From an optimization exercise on the open Yosys and OpenROAD flow, aimed at small area; shortcuts taken in it are not production practice. Only simulation tests tie the RTL to the original design; equivalence was not proved. Power is estimated from default activity; no workload was simulated.

==> xenon: inputs <==
==> flow/design.v (excerpt) <==
module bdot256 #(
  parameter DATA_WIDTH = 1,
  parameter ACCU_WIDTH = 32,
  parameter VECTOR_LENGTH = 256,
  parameter MULT_LATENCY = 3,
  parameter INPUT_DELAY = 1,
  parameter TREE_DELAY = 1,
  parameter OUT_DELAY = 1,
  parameter ROW_NUM = 1
) (
  input  wire         clk,
  input  wire         rst,
  input  wire         ena,
  input  wire [31:0]  acc_reg,
  input  wire [255:0] a_in,
  input  wire [255:0] b_in,
  output wire [31:0]  result
);
export LEC_CHECK = 0
export CAP_MARGIN = 20
export CORE_MARGIN = 2
export CORE_UTILIZATION = 45
export PLACE_DENSITY = 0.6
export SLEW_MARGIN = 20
create_clock -name core_clock -period 5.0 [get_ports {clk}]
standard.sh (not shown) runs the stock make flow with config.mk's settings and CLKGATE_MAP_FILE= SYNTH_SCRIPT=/design/flow/synth_recipe.tcl, a recipe that flattens the netlist after the stock synthesis.
==> flow/flow/run.sh <==
#!/bin/bash
# Standard ORFS layout (the standard.sh) with these changes:
#  - Yosys's generic synth pass runs with -noabc, so its internal ABC pre-mapping does not
#    scramble the polarity of the full-adder logic before extract_fa (fewer inverters);
#  - the port buffers that buffer_ports inserts on every input and output are buf_1;
#  - clock tree: clkbuf_8 buffers, sink clusters of up to 16 flip-flops, no dummy loads.
set -euo pipefail
bash standard.sh "SYNTH_ARGS=-noabc" \
  "BUFFER_PORTS_ARGS=-buffer_cell sky130_fd_sc_hd__buf_1" \
  "CTS_ARGS=-sink_clustering_enable -repair_clock_nets -dont_use_dummy_load -buf_list sky130_fd_sc_hd__clkbuf_8 -sink_clustering_size 16 -sink_clustering_max_diameter 100" \
  finish > standard.log 2>&1
==> inputs of maple, as changes to xenon <==
==> flow/flow/run.sh (replaced) <==
#!/bin/bash
# Standard ORFS layout (the standard.sh) with these changes:
#  - Yosys's generic synth pass runs with -noabc, so its internal ABC pre-mapping does not
#    scramble the polarity of the full-adder logic before extract_fa (fewer inverters);
#  - the port buffers that buffer_ports inserts on every input and output are buf_1;
#  - clock tree: clkbuf_8 buffers, sink clusters of up to 18 flip-flops, no dummy loads;
#  - the largest buffers and inverters are added to the platform's don't-use list, so the
#    enable net's buffer tree is built from smaller buffers.
set -euo pipefail
DU="sky130_fd_sc_hd__probe_p_8 sky130_fd_sc_hd__probec_p_8 sky130_fd_sc_hd__lpflow_bleeder_1 sky130_fd_sc_hd__lpflow_clkbufkapwr_1 sky130_fd_sc_hd__lpflow_clkbufkapwr_16 sky130_fd_sc_hd__lpflow_clkbufkapwr_2 sky130_fd_sc_hd__lpflow_clkbufkapwr_4 sky130_fd_sc_hd__lpflow_clkbufkapwr_8 sky130_fd_sc_hd__lpflow_clkinvkapwr_1 sky130_fd_sc_hd__lpflow_clkinvkapwr_16 sky130_fd_sc_hd__lpflow_clkinvkapwr_2 sky130_fd_sc_hd__lpflow_clkinvkapwr_4 sky130_fd_sc_hd__lpflow_clkinvkapwr_8 sky130_fd_sc_hd__lpflow_decapkapwr_12 sky130_fd_sc_hd__lpflow_decapkapwr_3 sky130_fd_sc_hd__lpflow_decapkapwr_4 sky130_fd_sc_hd__lpflow_decapkapwr_6 sky130_fd_sc_hd__lpflow_decapkapwr_8 sky130_fd_sc_hd__lpflow_inputiso0n_1 sky130_fd_sc_hd__lpflow_inputiso0p_1 sky130_fd_sc_hd__lpflow_inputiso1n_1 sky130_fd_sc_hd__lpflow_inputiso1p_1 sky130_fd_sc_hd__lpflow_inputisolatch_1 sky130_fd_sc_hd__lpflow_isobufsrc_1 sky130_fd_sc_hd__lpflow_isobufsrc_16 sky130_fd_sc_hd__lpflow_isobufsrc_2 sky130_fd_sc_hd__lpflow_isobufsrc_4 sky130_fd_sc_hd__lpflow_isobufsrc_8 sky130_fd_sc_hd__lpflow_isobufsrckapwr_16 sky130_fd_sc_hd__lpflow_lsbuf_lh_hl_isowell_tap_1 sky130_fd_sc_hd__lpflow_lsbuf_lh_hl_isowell_tap_2 sky130_fd_sc_hd__lpflow_lsbuf_lh_hl_isowell_tap_4 sky130_fd_sc_hd__lpflow_lsbuf_lh_isowell_4 sky130_fd_sc_hd__lpflow_lsbuf_lh_isowell_tap_1 sky130_fd_sc_hd__lpflow_lsbuf_lh_isowell_tap_2 sky130_fd_sc_hd__lpflow_lsbuf_lh_isowell_tap_4"
DU="$DU sky130_fd_sc_hd__buf_6 sky130_fd_sc_hd__buf_8 sky130_fd_sc_hd__buf_12 sky130_fd_sc_hd__buf_16 sky130_fd_sc_hd__bufbuf_8 sky130_fd_sc_hd__bufbuf_16 sky130_fd_sc_hd__bufinv_8 sky130_fd_sc_hd__bufinv_16 sky130_fd_sc_hd__inv_12 sky130_fd_sc_hd__inv_16"
bash standard.sh "SYNTH_ARGS=-noabc" \
  "BUFFER_PORTS_ARGS=-buffer_cell sky130_fd_sc_hd__buf_1" \
  "CTS_ARGS=-sink_clustering_enable -repair_clock_nets -dont_use_dummy_load -buf_list sky130_fd_sc_hd__clkbuf_8 -sink_clustering_size 18 -sink_clustering_max_diameter 100" \
  "DONT_USE_CELLS=$DU" \
  finish > standard.log 2>&1
Settings changed: GPL_TIMING_DRIVEN set to 0.
==> inputs of fjord, as changes to xenon <==
==> flow/flow/run.sh (replaced) <==
#!/bin/bash
# Standard ORFS layout (the standard.sh) with these changes:
#  - Yosys's generic synth pass runs with -noabc, so its internal ABC pre-mapping does not
#    scramble the polarity of the full-adder logic before extract_fa (fewer inverters);
#  - the port buffers that buffer_ports inserts on every input and output are buf_1;
#  - clock tree: clkbuf_8 buffers, sink clusters of up to 18 flip-flops, no dummy loads;
#  - the largest buffers and inverters are added to the platform's don't-use list, so the
#    enable net's buffer tree is built from smaller buffers;
#  - synthesis runs flow/synth.tcl: synth_recipe.tcl with a delay-relaxed ABC mapping script.
set -euo pipefail
DU="sky130_fd_sc_hd__probe_p_8 sky130_fd_sc_hd__probec_p_8 sky130_fd_sc_hd__lpflow_bleeder_1 sky130_fd_sc_hd__lpflow_clkbufkapwr_1 sky130_fd_sc_hd__lpflow_clkbufkapwr_16 sky130_fd_sc_hd__lpflow_clkbufkapwr_2 sky130_fd_sc_hd__lpflow_clkbufkapwr_4 sky130_fd_sc_hd__lpflow_clkbufkapwr_8 sky130_fd_sc_hd__lpflow_clkinvkapwr_1 sky130_fd_sc_hd__lpflow_clkinvkapwr_16 sky130_fd_sc_hd__lpflow_clkinvkapwr_2 sky130_fd_sc_hd__lpflow_clkinvkapwr_4 sky130_fd_sc_hd__lpflow_clkinvkapwr_8 sky130_fd_sc_hd__lpflow_decapkapwr_12 sky130_fd_sc_hd__lpflow_decapkapwr_3 sky130_fd_sc_hd__lpflow_decapkapwr_4 sky130_fd_sc_hd__lpflow_decapkapwr_6 sky130_fd_sc_hd__lpflow_decapkapwr_8 sky130_fd_sc_hd__lpflow_inputiso0n_1 sky130_fd_sc_hd__lpflow_inputiso0p_1 sky130_fd_sc_hd__lpflow_inputiso1n_1 sky130_fd_sc_hd__lpflow_inputiso1p_1 sky130_fd_sc_hd__lpflow_inputisolatch_1 sky130_fd_sc_hd__lpflow_isobufsrc_1 sky130_fd_sc_hd__lpflow_isobufsrc_16 sky130_fd_sc_hd__lpflow_isobufsrc_2 sky130_fd_sc_hd__lpflow_isobufsrc_4 sky130_fd_sc_hd__lpflow_isobufsrc_8 sky130_fd_sc_hd__lpflow_isobufsrckapwr_16 sky130_fd_sc_hd__lpflow_lsbuf_lh_hl_isowell_tap_1 sky130_fd_sc_hd__lpflow_lsbuf_lh_hl_isowell_tap_2 sky130_fd_sc_hd__lpflow_lsbuf_lh_hl_isowell_tap_4 sky130_fd_sc_hd__lpflow_lsbuf_lh_isowell_4 sky130_fd_sc_hd__lpflow_lsbuf_lh_isowell_tap_1 sky130_fd_sc_hd__lpflow_lsbuf_lh_isowell_tap_2 sky130_fd_sc_hd__lpflow_lsbuf_lh_isowell_tap_4"
DU="$DU sky130_fd_sc_hd__buf_6 sky130_fd_sc_hd__buf_8 sky130_fd_sc_hd__buf_12 sky130_fd_sc_hd__buf_16 sky130_fd_sc_hd__bufbuf_8 sky130_fd_sc_hd__bufbuf_16 sky130_fd_sc_hd__bufinv_8 sky130_fd_sc_hd__bufinv_16 sky130_fd_sc_hd__inv_12 sky130_fd_sc_hd__inv_16"
export FLOW_ABC_SCRIPT="$PWD/flow/abc_speed_relaxed.script"
bash standard.sh "SYNTH_ARGS=-noabc" "SYNTH_SCRIPT=$PWD/flow/synth.tcl" \
  "BUFFER_PORTS_ARGS=-buffer_cell sky130_fd_sc_hd__buf_1" \
  "CTS_ARGS=-sink_clustering_enable -repair_clock_nets -dont_use_dummy_load -buf_list sky130_fd_sc_hd__clkbuf_8 -sink_clustering_size 18 -sink_clustering_max_diameter 100" \
  "DONT_USE_CELLS=$DU" \
  finish > standard.log 2>&1
==> flow/flow/abc_speed_relaxed.script (new file) <==
&get -n
&st
&dch
&nf -R 100
&st
&syn2
&if -g -K 6
&synch2
&nf -R 100
&st
&syn2
&if -g -K 6
&synch2
&nf -R 100
&st
&syn2
&if -g -K 6
&synch2
&nf -R 100
&st
&syn2
&if -g -K 6
&synch2
&nf -R 100
&st
&syn2
&if -g -K 6
&synch2
&nf -R 100
&put
dnsize -c
==> flow/flow/synth.tcl (new file) <==
# The standard flow's synth_recipe.tcl, with ORFS's ABC mapping script swapped for
# flow/abc_speed_relaxed.script (ORFS's abc_speed.script with "&nf -R 100" and without its final
# buffer and upsize steps: the mapper may trade up to 100% of the best delay for area).
proc synth {args} { yosys synth -nofsm -noshare {*}$args }
proc abc {args} {
  set i [lsearch -exact $args -script]
  if {$i >= 0} { lset args [expr {$i + 1}] $::env(FLOW_ABC_SCRIPT) }
  yosys abc {*}$args
}
source $::env(SCRIPTS_DIR)/synth.tcl
# left out here: clear keep_hierarchy, flatten, clean up, hide names made inside functions, write 1_2_yosys.v
Settings changed: CORE_UTILIZATION 45 to 55, GPL_TIMING_DRIVEN set to 0, PLACE_DENSITY 0.6 to 0.7.
==> run summary <==
metric	maple	xenon	fjord
Sum of routed wire segments on met1	19.9 mm	19.4 mm	19.2 mm
Met1 Resource Use GR	35.6%	34.4%	44.8%
Period utilisation layout	95.8%	97.4%	97.4%
Count of placed standard cells including taps	2,003	2,013	1,913
Design Area, Final	19,800 um2	20,000 um2	19,600 um2
Number of input and output port buffers inserted	575	578	578
Achievable Freq	0.209 GHz	0.205 GHz	0.205 GHz
Post-synthesis cell count	950	950	935
Share of layout cells above drive strength 1	2.96%	3.64%	2.01%
Wire length of the first global-routing pass	68.1 mm	67.8 mm	69.2 mm
Hold_sp	d2[28]	d5[29]	d1[28]
Number of antenna violations at the first check in global routing	16	16	38
Met3 wire length	3.18 mm	3.26 mm	5.43 mm
Total power density per cell area	804 nW/um2	794 nW/um2	800 nW/um2
GR Util met3	3.94%	4.60%	9.47%
Worst-Skew Late Latency	540 ps	530 ps	550 ps
Cts bufs inserted	20	21	19
Total vias in the final route	9,870	9,875	10,200
Fillers	3,166	3,126	2,309
Fraction of area in multi-input gates	42.2%	41.9%	42.0%
Status	finished clean	finished clean	finished clean
Total of clock buffers placed in the layout	20	21	19
Share of the synthesized area in compound gates (AO/OA/AOI/OAI)	1.66%	1.66%	1.24%
Tapcell count	468	468	390
Area growth from synthesis to layout	18.7%	19.6%	18.5%
Cell Area, Placed	19,500 um2	19,700 um2	19,300 um2
Part of the Yosys area used for sequential elements	49.6%	49.6%	50.1%

[separate check: timing with driven ports]
In the flow no input, the clock included, has a driving cell. The finished layouts below were timed again as built, in two steps. Step 1 assumes that a clkbuf_16 drives the clock port and a buf_2 every other input. Step 2 moves the port delays by t, midway between the first and last clock arrival at a register: inputs arrive t later, outputs are due t later. That takes back most of the time a late clock gives input paths. a / b / c = no drivers / after step 1 / after step 2; a / b = the first two.
| run | t, ns | setup slack, ns | hold slack, ns | worst slew at a driven data input, ns |
|---|---|---|---|---|
| xenon | 0.547 | 0.130 / 0.143 / -0.405 | 0.389 / 0.389 / 0.389 | 0.21 |
| maple | 0.537 | 0.212 / 0.225 / -0.312 | 0.326 / 0.326 / 0.326 | 0.22 |
| fjord | 0.560 | 0.132 / 0.155 / -0.405 | 0.382 / 0.382 / 0.382 | 0.23 |
Met with ideal ports but missed after step 2: setup timing in every run listed. For fjord, which loses most, drivers alone change the setup slack by +0.023 ns; drivers and shift together by -0.537 ns.
